What follows belongs to an exercise in optimizing a design on an open flow for small area and a short achievable clock period; a production flow would make more cautious choices.
Function was checked by simulation only, so behaviour that the tests miss may differ from the original.

[design/flow/run.sh]
#!/bin/bash
# synth_recipe.tcl (not shown) runs the flow's synth.tcl, then flattens the netlist and writes it again
# the make line also repeats each setting of config.mk as NAME=value (left out here)
make -C /OpenROAD-flow-scripts/flow DESIGN_CONFIG=/design/flow/config.mk WORK_HOME=/design/flow/orfs CLKGATE_MAP_FILE= SYNTH_SCRIPT=/design/flow/synth_recipe.tcl finish
[design/flow/config.mk]
export PLATFORM = sky130hd
export DESIGN_NAME = HarmonicMean
export DESIGN_NICKNAME = HarmonicMean
export VERILOG_FILES = /design/flow/design.v
export SDC_FILE = /design/flow/constraint.sdc
export NUM_CORES = 4
export LEC_CHECK = 0
export ABC_AREA = 1
export CAP_MARGIN = 20
export CORE_MARGIN = 2
export CORE_UTILIZATION = 40
export SLEW_MARGIN = 20
[design/flow/constraint.sdc]
create_clock -name core_clock -period 56.0 [get_ports {clk}]
set_input_delay 11.2000 -clock core_clock [delete_from_list [all_inputs] [get_ports {clk}]]
set_output_delay 11.2000 -clock core_clock [all_outputs]
set_load 0.01 [all_outputs]
[design/flow/design.v]
module HarmonicMean (
    input wire clk,
    input wire reset,
    input wire [15:0] data1,
    input wire [15:0] data2,
    input wire [15:0] data3,
    input wire [15:0] data4,
    input wire data_valid1,
    input wire data_valid2,
    input wire data_valid3,
    input wire data_valid4,
    output wire [15:0] harmonic_mean,
    output reg data_ready
);
wire [15:0] p12, p34, hm_num;
hm_mul16lo u_m12 (.a(data1), .b(data2), .p(p12));
hm_mul16lo u_m34 (.a(data3), .b(data4), .p(p34));
hm_mul16lo u_mn (.a(p12), .b(p34), .p(hm_num));
wire [15:0] hm_den = data1 + data2 + data3 + data4;
wire all_valid = data_valid1 & data_valid2 & data_valid3 & data_valid4;
wire [15:0] ra [9:16];
wire [15:9] qa;
assign ra[16] = hm_num;
genvar i;
generate
    for (i = 15; i >= 9; i = i - 1) begin : rowa
        hm_divrow #(.I(i)) u (.r(ra[i+1]), .d(hm_den), .q(qa[i]), .rn(ra[i]));
    end
endgenerate
reg [15:0] rem_q;
reg [15:0] den_q;
reg [15:9] qhi_q;
always @(posedge clk or posedge reset) begin
    if (reset) begin
        rem_q <= 16'd0;
        den_q <= 16'd1;
        qhi_q <= 0;
        data_ready <= 1'b0;
    end else begin
        if (all_valid) begin
            rem_q <= ra[9];
            den_q <= hm_den;
            qhi_q <= qa;
        end
        data_ready <= all_valid;
    end
end
wire [15:0] rb [0:9];
wire [8:0] qb;
assign rb[9] = rem_q;
generate
    for (i = 8; i >= 0; i = i - 1) begin : rowb
        hm_divrow #(.I(i)) u (.r(rb[i+1]), .d(den_q), .q(qb[i]), .rn(rb[i]));
    end
endgenerate
assign harmonic_mean = {qhi_q, qb};
endmodule
module hm_divrow #(parameter I = 0) (
    input wire [15:0] r,
    input wire [15:0] d,
    output wire q,
    output wire [15:0] rn
);
    wire hz;
    wire [16-I:0] diff = {1'b0, r[15:I]} - {1'b0, d[15-I:0]};
    generate
        if (I == 0) begin : g0
            assign hz = 1'b1;
            assign rn = q ? diff[15:0] : r;
        end else begin : gn
            assign hz = ~|d[15:16-I];
            assign rn = q ? {diff[15-I:0], r[I-1:0]} : r;
        end
    endgenerate
    assign q = hz & ~diff[16-I];
endmodule
module hm_mul16lo (input wire [15:0] a, input wire [15:0] b, output wire [15:0] p);
    wire pp_0_0 = a[0] & b[0];
    wire pp_0_1 = a[0] & b[1];
    wire pp_0_2 = a[0] & b[2];
    wire pp_0_3 = a[0] & b[3];
    wire pp_0_4 = a[0] & b[4];
    wire pp_0_5 = a[0] & b[5];
    wire pp_0_6 = a[0] & b[6];
    wire pp_0_7 = a[0] & b[7];
    wire pp_0_8 = a[0] & b[8];
    wire pp_0_9 = a[0] & b[9];
    wire pp_0_10 = a[0] & b[10];
    wire pp_0_11 = a[0] & b[11];
    wire pp_0_12 = a[0] & b[12];
    wire pp_0_13 = a[0] & b[13];
    wire pp_0_14 = a[0] & b[14];
    wire pp_0_15 = a[0] & b[15];
    wire pp_1_0 = a[1] & b[0];
    wire pp_1_1 = a[1] & b[1];
    wire pp_1_2 = a[1] & b[2];
    wire pp_1_3 = a[1] & b[3];
    wire pp_1_4 = a[1] & b[4];
    wire pp_1_5 = a[1] & b[5];
    wire pp_1_6 = a[1] & b[6];
    wire pp_1_7 = a[1] & b[7];
    wire pp_1_8 = a[1] & b[8];
    wire pp_1_9 = a[1] & b[9];
    wire pp_1_10 = a[1] & b[10];
    wire pp_1_11 = a[1] & b[11];
    wire pp_1_12 = a[1] & b[12];
    wire pp_1_13 = a[1] & b[13];
    wire pp_1_14 = a[1] & b[14];
    wire pp_2_0 = a[2] & b[0];
    wire pp_2_1 = a[2] & b[1];
    wire pp_2_2 = a[2] & b[2];
    wire pp_2_3 = a[2] & b[3];
    wire pp_2_4 = a[2] & b[4];
    wire pp_2_5 = a[2] & b[5];
    wire pp_2_6 = a[2] & b[6];
    wire pp_2_7 = a[2] & b[7];
    wire pp_2_8 = a[2] & b[8];
    wire pp_2_9 = a[2] & b[9];
    wire pp_2_10 = a[2] & b[10];
    wire pp_2_11 = a[2] & b[11];
    wire pp_2_12 = a[2] & b[12];
    wire pp_2_13 = a[2] & b[13];
    wire pp_3_0 = a[3] & b[0];
    wire pp_3_1 = a[3] & b[1];
    wire pp_3_2 = a[3] & b[2];
    wire pp_3_3 = a[3] & b[3];
    wire pp_3_4 = a[3] & b[4];
    wire pp_3_5 = a[3] & b[5];
    wire pp_3_6 = a[3] & b[6];
    wire pp_3_7 = a[3] & b[7];
    wire pp_3_8 = a[3] & b[8];
    wire pp_3_9 = a[3] & b[9];
    wire pp_3_10 = a[3] & b[10];
    wire pp_3_11 = a[3] & b[11];
    wire pp_3_12 = a[3] & b[12];
    wire pp_4_0 = a[4] & b[0];
    wire pp_4_1 = a[4] & b[1];
    wire pp_4_2 = a[4] & b[2];
    wire pp_4_3 = a[4] & b[3];
    wire pp_4_4 = a[4] & b[4];
    wire pp_4_5 = a[4] & b[5];
    wire pp_4_6 = a[4] & b[6];
    wire pp_4_7 = a[4] & b[7];
    wire pp_4_8 = a[4] & b[8];
    wire pp_4_9 = a[4] & b[9];
    wire pp_4_10 = a[4] & b[10];
    wire pp_4_11 = a[4] & b[11];
    wire pp_5_0 = a[5] & b[0];
    wire pp_5_1 = a[5] & b[1];
    wire pp_5_2 = a[5] & b[2];
    wire pp_5_3 = a[5] & b[3];
    wire pp_5_4 = a[5] & b[4];
    wire pp_5_5 = a[5] & b[5];
    wire pp_5_6 = a[5] & b[6];
    wire pp_5_7 = a[5] & b[7];
    wire pp_5_8 = a[5] & b[8];
    wire pp_5_9 = a[5] & b[9];
    wire pp_5_10 = a[5] & b[10];
    wire pp_6_0 = a[6] & b[0];
    wire pp_6_1 = a[6] & b[1];
    wire pp_6_2 = a[6] & b[2];
    wire pp_6_3 = a[6] & b[3];
    wire pp_6_4 = a[6] & b[4];
    wire pp_6_5 = a[6] & b[5];
    wire pp_6_6 = a[6] & b[6];
    wire pp_6_7 = a[6] & b[7];
    wire pp_6_8 = a[6] & b[8];
    wire pp_6_9 = a[6] & b[9];
    wire pp_7_0 = a[7] & b[0];
    wire pp_7_1 = a[7] & b[1];
    wire pp_7_2 = a[7] & b[2];
    wire pp_7_3 = a[7] & b[3];
    wire pp_7_4 = a[7] & b[4];
    wire pp_7_5 = a[7] & b[5];
    wire pp_7_6 = a[7] & b[6];
    wire pp_7_7 = a[7] & b[7];
    wire pp_7_8 = a[7] & b[8];
    wire pp_8_0 = a[8] & b[0];
    wire pp_8_1 = a[8] & b[1];
    wire pp_8_2 = a[8] & b[2];
    wire pp_8_3 = a[8] & b[3];
    wire pp_8_4 = a[8] & b[4];
    wire pp_8_5 = a[8] & b[5];
    wire pp_8_6 = a[8] & b[6];
    wire pp_8_7 = a[8] & b[7];
    wire pp_9_0 = a[9] & b[0];
    wire pp_9_1 = a[9] & b[1];
    wire pp_9_2 = a[9] & b[2];
    wire pp_9_3 = a[9] & b[3];
    wire pp_9_4 = a[9] & b[4];
    wire pp_9_5 = a[9] & b[5];
    wire pp_9_6 = a[9] & b[6];
    wire pp_10_0 = a[10] & b[0];
    wire pp_10_1 = a[10] & b[1];
    wire pp_10_2 = a[10] & b[2];
    wire pp_10_3 = a[10] & b[3];
    wire pp_10_4 = a[10] & b[4];
    wire pp_10_5 = a[10] & b[5];
    wire pp_11_0 = a[11] & b[0];
    wire pp_11_1 = a[11] & b[1];
    wire pp_11_2 = a[11] & b[2];
    wire pp_11_3 = a[11] & b[3];
    wire pp_11_4 = a[11] & b[4];
    wire pp_12_0 = a[12] & b[0];
    wire pp_12_1 = a[12] & b[1];
    wire pp_12_2 = a[12] & b[2];
    wire pp_12_3 = a[12] & b[3];
    wire pp_13_0 = a[13] & b[0];
    wire pp_13_1 = a[13] & b[1];
    wire pp_13_2 = a[13] & b[2];
    wire pp_14_0 = a[14] & b[0];
    wire pp_14_1 = a[14] & b[1];
    wire pp_15_0 = a[15] & b[0];
    wire s1 = pp_0_2 ^ pp_1_1 ^ pp_2_0;
    wire c2 = (pp_0_2 & pp_1_1) | (pp_2_0 & (pp_0_2 ^ pp_1_1));
    wire s3 = pp_0_3 ^ pp_1_2 ^ pp_2_1;
    wire c4 = (pp_0_3 & pp_1_2) | (pp_2_1 & (pp_0_3 ^ pp_1_2));
    wire s5 = pp_3_0 ^ c2 ^ s3;
    wire c6 = (pp_3_0 & c2) | (s3 & (pp_3_0 ^ c2));
    wire s7 = pp_0_4 ^ pp_1_3 ^ pp_2_2;
    wire c8 = (pp_0_4 & pp_1_3) | (pp_2_2 & (pp_0_4 ^ pp_1_3));
    wire s9 = pp_3_1 ^ pp_4_0 ^ c4;
    wire c10 = (pp_3_1 & pp_4_0) | (c4 & (pp_3_1 ^ pp_4_0));
    wire s11 = s7 ^ c6 ^ s9;
    wire c12 = (s7 & c6) | (s9 & (s7 ^ c6));
    wire s13 = pp_0_5 ^ pp_1_4 ^ pp_2_3;
    wire c14 = (pp_0_5 & pp_1_4) | (pp_2_3 & (pp_0_5 ^ pp_1_4));
    wire s15 = pp_3_2 ^ pp_4_1 ^ pp_5_0;
    wire c16 = (pp_3_2 & pp_4_1) | (pp_5_0 & (pp_3_2 ^ pp_4_1));
    wire s17 = c8 ^ s13 ^ s15;
    wire c18 = (c8 & s13) | (s15 & (c8 ^ s13));
    wire s19 = c10 ^ s17 ^ c12;
    wire c20 = (c10 & s17) | (c12 & (c10 ^ s17));
    wire s21 = pp_0_6 ^ pp_1_5 ^ pp_2_4;
    wire c22 = (pp_0_6 & pp_1_5) | (pp_2_4 & (pp_0_6 ^ pp_1_5));
    wire s23 = pp_3_3 ^ pp_4_2 ^ pp_5_1;
    wire c24 = (pp_3_3 & pp_4_2) | (pp_5_1 & (pp_3_3 ^ pp_4_2));
    wire s25 = pp_6_0 ^ c14 ^ c16;
    wire c26 = (pp_6_0 & c14) | (c16 & (pp_6_0 ^ c14));
    wire s27 = s21 ^ s23 ^ c18;
    wire c28 = (s21 & s23) | (c18 & (s21 ^ s23));
    wire s29 = s25 ^ s27 ^ c20;
    wire c30 = (s25 & s27) | (c20 & (s25 ^ s27));
    wire s31 = pp_0_7 ^ pp_1_6 ^ pp_2_5;
    wire c32 = (pp_0_7 & pp_1_6) | (pp_2_5 & (pp_0_7 ^ pp_1_6));
    wire s33 = pp_3_4 ^ pp_4_3 ^ pp_5_2;
    wire c34 = (pp_3_4 & pp_4_3) | (pp_5_2 & (pp_3_4 ^ pp_4_3));
    wire s35 = pp_6_1 ^ pp_7_0 ^ c22;
    wire c36 = (pp_6_1 & pp_7_0) | (c22 & (pp_6_1 ^ pp_7_0));
    wire s37 = c24 ^ s31 ^ s33;
    wire c38 = (c24 & s31) | (s33 & (c24 ^ s31));
    wire s39 = c26 ^ s35 ^ s37;
    wire c40 = (c26 & s35) | (s37 & (c26 ^ s35));
    wire s41 = c28 ^ s39 ^ c30;
    wire c42 = (c28 & s39) | (c30 & (c28 ^ s39));
    wire s43 = pp_0_8 ^ pp_1_7 ^ pp_2_6;
    wire c44 = (pp_0_8 & pp_1_7) | (pp_2_6 & (pp_0_8 ^ pp_1_7));
    wire s45 = pp_3_5 ^ pp_4_4 ^ pp_5_3;
    wire c46 = (pp_3_5 & pp_4_4) | (pp_5_3 & (pp_3_5 ^ pp_4_4));
    wire s47 = pp_6_2 ^ pp_7_1 ^ pp_8_0;
    wire c48 = (pp_6_2 & pp_7_1) | (pp_8_0 & (pp_6_2 ^ pp_7_1));
    wire s49 = c32 ^ c34 ^ s43;
    wire c50 = (c32 & c34) | (s43 & (c32 ^ c34));
    wire s51 = s45 ^ s47 ^ c36;
    wire c52 = (s45 & s47) | (c36 & (s45 ^ s47));
    wire s53 = c38 ^ s49 ^ s51;
    wire c54 = (c38 & s49) | (s51 & (c38 ^ s49));
    wire s55 = c40 ^ s53 ^ c42;
    wire c56 = (c40 & s53) | (c42 & (c40 ^ s53));
    wire s57 = pp_0_9 ^ pp_1_8 ^ pp_2_7;
    wire c58 = (pp_0_9 & pp_1_8) | (pp_2_7 & (pp_0_9 ^ pp_1_8));
    wire s59 = pp_3_6 ^ pp_4_5 ^ pp_5_4;
    wire c60 = (pp_3_6 & pp_4_5) | (pp_5_4 & (pp_3_6 ^ pp_4_5));
    wire s61 = pp_6_3 ^ pp_7_2 ^ pp_8_1;
    wire c62 = (pp_6_3 & pp_7_2) | (pp_8_1 & (pp_6_3 ^ pp_7_2));
    wire s63 = pp_9_0 ^ c44 ^ c46;
    wire c64 = (pp_9_0 & c44) | (c46 & (pp_9_0 ^ c44));
    wire s65 = c48 ^ s57 ^ s59;
    wire c66 = (c48 & s57) | (s59 & (c48 ^ s57));
    wire s67 = s61 ^ c50 ^ s63;
    wire c68 = (s61 & c50) | (s63 & (s61 ^ c50));
    wire s69 = s65 ^ c52 ^ s67;
    wire c70 = (s65 & c52) | (s67 & (s65 ^ c52));
    wire s71 = c54 ^ s69 ^ c56;
    wire c72 = (c54 & s69) | (c56 & (c54 ^ s69));
    wire s73 = pp_0_10 ^ pp_10_0 ^ pp_1_9;
    wire c74 = (pp_0_10 & pp_10_0) | (pp_1_9 & (pp_0_10 ^ pp_10_0));
    wire s75 = pp_2_8 ^ pp_3_7 ^ pp_4_6;
    wire c76 = (pp_2_8 & pp_3_7) | (pp_4_6 & (pp_2_8 ^ pp_3_7));
    wire s77 = pp_5_5 ^ pp_6_4 ^ pp_7_3;
    wire c78 = (pp_5_5 & pp_6_4) | (pp_7_3 & (pp_5_5 ^ pp_6_4));
    wire s79 = pp_8_2 ^ pp_9_1 ^ c58;
    wire c80 = (pp_8_2 & pp_9_1) | (c58 & (pp_8_2 ^ pp_9_1));
    wire s81 = c60 ^ c62 ^ s73;
    wire c82 = (c60 & c62) | (s73 & (c60 ^ c62));
    wire s83 = s75 ^ s77 ^ c64;
    wire c84 = (s75 & s77) | (c64 & (s75 ^ s77));
    wire s85 = c66 ^ s79 ^ s81;
    wire c86 = (c66 & s79) | (s81 & (c66 ^ s79));
    wire s87 = s83 ^ c68 ^ s85;
    wire c88 = (s83 & c68) | (s85 & (s83 ^ c68));
    wire s89 = c70 ^ s87 ^ c72;
    wire c90 = (c70 & s87) | (c72 & (c70 ^ s87));
    wire s91 = pp_0_11 ^ pp_10_1 ^ pp_11_0;
    wire c92 = (pp_0_11 & pp_10_1) | (pp_11_0 & (pp_0_11 ^ pp_10_1));
    wire s93 = pp_1_10 ^ pp_2_9 ^ pp_3_8;
    wire c94 = (pp_1_10 & pp_2_9) | (pp_3_8 & (pp_1_10 ^ pp_2_9));
    wire s95 = pp_4_7 ^ pp_5_6 ^ pp_6_5;
    wire c96 = (pp_4_7 & pp_5_6) | (pp_6_5 & (pp_4_7 ^ pp_5_6));
    wire s97 = pp_7_4 ^ pp_8_3 ^ pp_9_2;
    wire c98 = (pp_7_4 & pp_8_3) | (pp_9_2 & (pp_7_4 ^ pp_8_3));
    wire s99 = c74 ^ c76 ^ c78;
    wire c100 = (c74 & c76) | (c78 & (c74 ^ c76));
    wire s101 = s91 ^ s93 ^ s95;
    wire c102 = (s91 & s93) | (s95 & (s91 ^ s93));
    wire s103 = s97 ^ c80 ^ c82;
    wire c104 = (s97 & c80) | (c82 & (s97 ^ c80));
    wire s105 = s99 ^ s101 ^ c84;
    wire c106 = (s99 & s101) | (c84 & (s99 ^ s101));
    wire s107 = c86 ^ s103 ^ s105;
    wire c108 = (c86 & s103) | (s105 & (c86 ^ s103));
    wire s109 = c88 ^ s107 ^ c90;
    wire c110 = (c88 & s107) | (c90 & (c88 ^ s107));
    wire s111 = pp_0_12 ^ pp_10_2 ^ pp_11_1;
    wire c112 = (pp_0_12 & pp_10_2) | (pp_11_1 & (pp_0_12 ^ pp_10_2));
    wire s113 = pp_12_0 ^ pp_1_11 ^ pp_2_10;
    wire c114 = (pp_12_0 & pp_1_11) | (pp_2_10 & (pp_12_0 ^ pp_1_11));
    wire s115 = pp_3_9 ^ pp_4_8 ^ pp_5_7;
    wire c116 = (pp_3_9 & pp_4_8) | (pp_5_7 & (pp_3_9 ^ pp_4_8));
    wire s117 = pp_6_6 ^ pp_7_5 ^ pp_8_4;
    wire c118 = (pp_6_6 & pp_7_5) | (pp_8_4 & (pp_6_6 ^ pp_7_5));
    wire s119 = pp_9_3 ^ c92 ^ c94;
    wire c120 = (pp_9_3 & c92) | (c94 & (pp_9_3 ^ c92));
    wire s121 = c96 ^ c98 ^ s111;
    wire c122 = (c96 & c98) | (s111 & (c96 ^ c98));
    wire s123 = s113 ^ s115 ^ s117;
    wire c124 = (s113 & s115) | (s117 & (s113 ^ s115));
    wire s125 = c100 ^ c102 ^ s119;
    wire c126 = (c100 & c102) | (s119 & (c100 ^ c102));
    wire s127 = s121 ^ s123 ^ c104;
    wire c128 = (s121 & s123) | (c104 & (s121 ^ s123));
    wire s129 = s125 ^ c106 ^ s127;
    wire c130 = (s125 & c106) | (s127 & (s125 ^ c106));
    wire s131 = c108 ^ s129 ^ c110;
    wire c132 = (c108 & s129) | (c110 & (c108 ^ s129));
    wire s133 = pp_0_13 ^ pp_10_3 ^ pp_11_2;
    wire c134 = (pp_0_13 & pp_10_3) | (pp_11_2 & (pp_0_13 ^ pp_10_3));
    wire s135 = pp_12_1 ^ pp_13_0 ^ pp_1_12;
    wire c136 = (pp_12_1 & pp_13_0) | (pp_1_12 & (pp_12_1 ^ pp_13_0));
    wire s137 = pp_2_11 ^ pp_3_10 ^ pp_4_9;
    wire c138 = (pp_2_11 & pp_3_10) | (pp_4_9 & (pp_2_11 ^ pp_3_10));
    wire s139 = pp_5_8 ^ pp_6_7 ^ pp_7_6;
    wire c140 = (pp_5_8 & pp_6_7) | (pp_7_6 & (pp_5_8 ^ pp_6_7));
    wire s141 = pp_8_5 ^ pp_9_4 ^ c112;
    wire c142 = (pp_8_5 & pp_9_4) | (c112 & (pp_8_5 ^ pp_9_4));
    wire s143 = c114 ^ c116 ^ c118;
    wire c144 = (c114 & c116) | (c118 & (c114 ^ c116));
    wire s145 = s133 ^ s135 ^ s137;
    wire c146 = (s133 & s135) | (s137 & (s133 ^ s135));
    wire s147 = s139 ^ c120 ^ c122;
    wire c148 = (s139 & c120) | (c122 & (s139 ^ c120));
    wire s149 = c124 ^ s141 ^ s143;
    wire c150 = (c124 & s141) | (s143 & (c124 ^ s141));
    wire s151 = s145 ^ c126 ^ s147;
    wire c152 = (s145 & c126) | (s147 & (s145 ^ c126));
    wire s153 = s149 ^ c128 ^ s151;
    wire c154 = (s149 & c128) | (s151 & (s149 ^ c128));
    wire s155 = c130 ^ s153 ^ c132;
    wire c156 = (c130 & s153) | (c132 & (c130 ^ s153));
    wire s157 = pp_0_14 ^ pp_10_4 ^ pp_11_3;
    wire c158 = (pp_0_14 & pp_10_4) | (pp_11_3 & (pp_0_14 ^ pp_10_4));
    wire s159 = pp_12_2 ^ pp_13_1 ^ pp_14_0;
    wire c160 = (pp_12_2 & pp_13_1) | (pp_14_0 & (pp_12_2 ^ pp_13_1));
    wire s161 = pp_1_13 ^ pp_2_12 ^ pp_3_11;
    wire c162 = (pp_1_13 & pp_2_12) | (pp_3_11 & (pp_1_13 ^ pp_2_12));
    wire s163 = pp_4_10 ^ pp_5_9 ^ pp_6_8;
    wire c164 = (pp_4_10 & pp_5_9) | (pp_6_8 & (pp_4_10 ^ pp_5_9));
    wire s165 = pp_7_7 ^ pp_8_6 ^ pp_9_5;
    wire c166 = (pp_7_7 & pp_8_6) | (pp_9_5 & (pp_7_7 ^ pp_8_6));
    wire s167 = c134 ^ c136 ^ c138;
    wire c168 = (c134 & c136) | (c138 & (c134 ^ c136));
    wire s169 = c140 ^ s157 ^ s159;
    wire c170 = (c140 & s157) | (s159 & (c140 ^ s157));
    wire s171 = s161 ^ s163 ^ s165;
    wire c172 = (s161 & s163) | (s165 & (s161 ^ s163));
    wire s173 = c142 ^ c144 ^ c146;
    wire c174 = (c142 & c144) | (c146 & (c142 ^ c144));
    wire s175 = s167 ^ s169 ^ s171;
    wire c176 = (s167 & s169) | (s171 & (s167 ^ s169));
    wire s177 = c148 ^ c150 ^ s173;
    wire c178 = (c148 & c150) | (s173 & (c148 ^ c150));
    wire s179 = s175 ^ c152 ^ s177;
    wire c180 = (s175 & c152) | (s177 & (s175 ^ c152));
    wire s181 = c154 ^ s179 ^ c156;
    wire c182 = (c154 & s179) | (c156 & (c154 ^ s179));
    wire s183 = pp_0_15 ^ pp_10_5 ^ pp_11_4;
    wire s184 = pp_12_3 ^ pp_13_2 ^ pp_14_1;
    wire s185 = pp_15_0 ^ pp_1_14 ^ pp_2_13;
    wire s186 = pp_3_12 ^ pp_4_11 ^ pp_5_10;
    wire s187 = pp_6_9 ^ pp_7_8 ^ pp_8_7;
    wire s188 = pp_9_6 ^ c158 ^ c160;
    wire s189 = c162 ^ c164 ^ c166;
    wire s190 = s183 ^ s184 ^ s185;
    wire s191 = s186 ^ s187 ^ c168;
    wire s192 = c170 ^ c172 ^ s188;
    wire s193 = s189 ^ s190 ^ s191;
    wire s194 = c174 ^ c176 ^ s192;
    wire s195 = c178 ^ s193 ^ s194;
    wire s196 = c180 ^ s195 ^ c182;
    wire [15:0] ra = {s196, s181, s155, s131, s109, s89, s71, s55, s41, s29, s19, s11, s5, s1, pp_0_1, pp_0_0};
    wire [15:0] rb = {1'b0, 1'b0, 1'b0, 1'b0, 1'b0, 1'b0, 1'b0, 1'b0, 1'b0, 1'b0, 1'b0, 1'b0, 1'b0, 1'b0, pp_1_0, 1'b0};
    assign p = ra + rb;
endmodule
==> notes.md <==
## flip-flops by register name (all words and copies together) (netlist names)
| name | count |
|---|---|
| data_ready | 1 |
| rem_q | 16 |
| qhi_q | 7 |
| den_q | 16 |
## cell type report
cell class                 count  area share (%)
tap                          672           3.824
inverter                     671           11.46
timing repair buffer         100           4.393
multi-input combinational   2153           75.14
sequential                    40           4.558
clock inverter                 1         0.02276
clock buffer                   7          0.6032
## worst max-delay path, delay by kind of cell (launching register included)
| family | cells | cell delay, ps |
|---|---|---|
| adder cells (fa/ha/maj) | 9 | 3510 |
| AND/OR/NAND/NOR | 39 | 5560 |
| buffers and inverters | 9 | 1990 |
| AO/OA/AOI/OAI | 64 | 10030 |
| flip-flops | 1 | 550 |
## metal layers
metal / vias to the layer above / part of all wire (%)
met5: - / 0
met4: 0 / 2.9
met3: 99 / 3.7
met2: 406 / 52
met1: 8788 / 42
li1: 8909 / -
## cell families (layout without fill, tap and decap cells)
family,Yosys count,in the layout
DFF,40,40
AOI/OAI and AO/OA,306,306
and+or+nand+nor,1259,1259
xor gates and xnor gates,108,108
buffers and inverters,743,779
adders and majority gates,480,480
## through the flow
step           hold slack, ps  area (um2)
3_3_place_gp            466.6       21850
5_1_grt                 514.9       21990
4_1_cts                 489.4       21990
2_1_floorplan           453.0       20390
6_report                485.4       21990
3_5_place_dp            476.1       21850
## synthesized netlist by cell type (all sizes together)
cell type / n
clkinv: 5
a21oi: 97
a22oi: 2
nor2: 150
o21a: 9
nor4: 2
nand2: 866
dfstp: 1
o22ai: 1
nand3: 156
dfrtp: 39
or2: 25
inv: 666
nor3b: 1
o221ai: 4
a211oi: 6
a31oi: 7
a21o: 10
ha: 163
buf: 31
o211ai: 4
nand4: 18
clkbuf: 41
a21boi: 2
fa: 317
o2111ai: 2
o21ai: 137
xor2: 68
nand3b: 10
nor2b: 1
xnor2: 40
o31ai: 1
nor3: 16
and2: 14
o21bai: 24
## path summary, 6_finish.rpt
path,endpoint,slack (ps),cells after the start
worst max-delay path,harmonic_mean[0],22800,121
worst min-delay path,qhi_q[10],490,2
max in group asynchronous,den_q[13],44030,2
worst min register to register,qhi_q[10],490,2
worst max register to register,den_q[8],54850,2
min in group asynchronous,qhi_q[10],11430,2
==> run_results.csv <==
group,metric,value,unit
setup_path,critPathArrivalTime,22000,ps
timing,slew_headroom,38.00,%
logic_synthesis,synth_area_in_simple_gates,26.17,%
global_routing,grt_antenna_before_repair,0,
logic_synthesis,yosys_warnings,1,
global_routing,track_usage,22.12,%
flow_run,maxCapViolations,0,
floorplanning,placeableCoreArea,0.05027,mm2
finish,finalCoreUtilization,43.74,%
finish,mostFrequentLayoutCell,"sky130_fd_sc_hd__nand2_1",
setup_path,cp_slowest_cell,"sky130_fd_sc_hd__fa_1",
logic_synthesis,syn_nets,3486,
placed_design,placed_cells,3636,
finish,antenna_cells,0,
route,number_of_routed_nets_with_antenna_violations,0,
global_routing,gr-max-usage-layer,"met2",
logic_synthesis,post-synth-top-area-fraction,31.12,%
setup_path,critical_path.startpoint_type,"flop",
setup_path,worst_r2r_startpoint,"den_q[8]",
min_path,min_path_type,"flop to flop",
global_routing,grt_start_max_net_pins,41,
global_routing,grt_pass1_wl,94.53,mm
global_routing,first_global_vias,19200,
clock_tree,cts.root.buffer_cell,"sky130_fd_sc_hd__clkbuf_16",
route,drt_iter0_drc,1009,
logic_synthesis,main_combinational_cell_family_by_area_after_synthesis,"adder cells",
timing,fin_crit_sh,59.28,%
finish,share_of_final_layout_standard_cells_stronger_than_drive_strength_1,4.643,%
logic_synthesis,synth_seq_area_share,4.915,%
finish,flow.area_growth_from_synthesis,7.829,%
route,drt_pass1_iterations,5,
finish,multi_input_comb_area,0.01652,mm2
finish,fill_cells,5284,
logic_synthesis,synth_cell_types,53,
logic_synthesis,netlist.top_cell.by_area,"sky130_fd_sc_hd__fa_1",
timing,post_route_setup_tns,0,ps
finish,final_cells,3644,
setup_path,worst-path-max-fanout,27,
timing,min_period,33200,ps
setup_path,cp-startpoint,"den_q[1]",
clock_tree,cts_max_level,2,
finish,area.sequential,0.001002,mm2
logic_synthesis,post_synth.cell_area_avg,6.945,um2
timing,grt_setup_unrepaired,"no",
setup_path,required,44800,ps
logic_synthesis,yosys.area_share.xor_xnor,4.713,%
placed_design,pre_cts_ws,23250,ps
floorplanning,start_util,40.56,%
route,wl_per_cell,15.76,um
clock_tree,post-cts-setup-buffers,0,
clock_tree,cts.repair.resized,0,
setup_path,timing.critical_path.slowest_cell_delay,570,ps
timing,max_freq,30.12,MHz
logic_synthesis,cell_types_with_the_largest_area_share_after_synthesis,"sky130_fd_sc_hd__fa_1 (31%), sky130_fd_sc_hd__nand2_1 (16%), sky130_fd_sc_hd__inv_1 (12%)",
finish,mostFrequentLayoutCells,"sky130_fd_sc_hd__nand2_1 (850), sky130_fd_sc_hd__inv_1 (654), sky130_fd_sc_hd__fa_1 (317)",
global_routing,grt_util_met3,0.9549,%
global_routing,grt-ovfl-total,0,
route,routed_via_density,4.995,
clock_tree,max_clock_buf_depth,2,
floorplanning,die_area,0.05280,mm2
setup_path,worst_path_most_repeated_cell,"sky130_fd_sc_hd__nand2_1",
timing,timing.final.max_slew_violations,0,
clock_tree,cts_tree,"done",
logic_synthesis,synth_compound_area_share,9.020,%
outcome,run_status,"finished clean",
global_routing,grt_use_met2,41.88,%
timing,finalSetupViolations,0,
timing,finalWorstSetupSlack,22800,ps
clock_tree,clock_sinks,40,
logic_synthesis,ys_ff_latch,40,
logic_synthesis,synth_adder_area_share,41.12,%
route,totalWireLength,57.42,mm
clock_tree,cts.clk_slew.worst_paths,60,ps
setup_path,critical_path_class,"flop to output port",
clock_tree,post_cts_hold_buffer_count,0,
placed_design,routabilityCongestion,0.8709,
logic_synthesis,synth_cells,2936,
min_path,hp-start,"qhi_q[10]",
finish,nets,3521,
setup_path,critical_path.endpoint_type,"output port",
logic_synthesis,synthesis.area,0.02039,mm2
clock_tree,tritoncts.num_buffers,5,
clock_tree,clock_insertion_delay_worst_skew,290,ps
floorplanning,core.rowCount,82,
timing,final.setup_skew,0,ps
logic_synthesis,synth_mux_area_share,0,%
timing,worst_pin_slew,927.1,ps
global_routing,gr-usage-met1,27.00,%
placed_design,place_hpwl,47.34,mm
floorplanning,top_level_ports,87,
floorplanning,die_w,229.8,um
placed_design,buffer_ports.inserted,86,
timing,hold_viol_final,0,
route,drc,0,
floorplanning,die_h,229.8,um
route,via_count,18200,

-- static timing again, ports no longer ideal --
The results above use ideal ports. As a check the final layout listed here was re-extracted and re-timed, cells and wires unchanged. Step 1 sets driving cells, clkbuf_16 on the clock port and buf_2 on the other inputs (assumed; they add their load-dependent delay and slew). Step 2, shift: input delay + t, output delay - t, t = (earliest + latest rising clock arrival at the registers) / 2. This alone moves slack from input paths to output paths. Slacks: ideal ports / drivers / drivers and shift; pairs: ideal ports / drivers.
t (ns): 0.327
setup slack, ns: 22.804 / 22.765 / 23.092
hold WS [ns]: 0.485 / 0.485 / 0.485
worst register clock-pin slew, ns: 0.06 / 0.06
After both steps setup and hold are still met in this run. For this run, drivers alone change the setup slack by -0.039 ns; drivers and shift together by +0.288 ns.
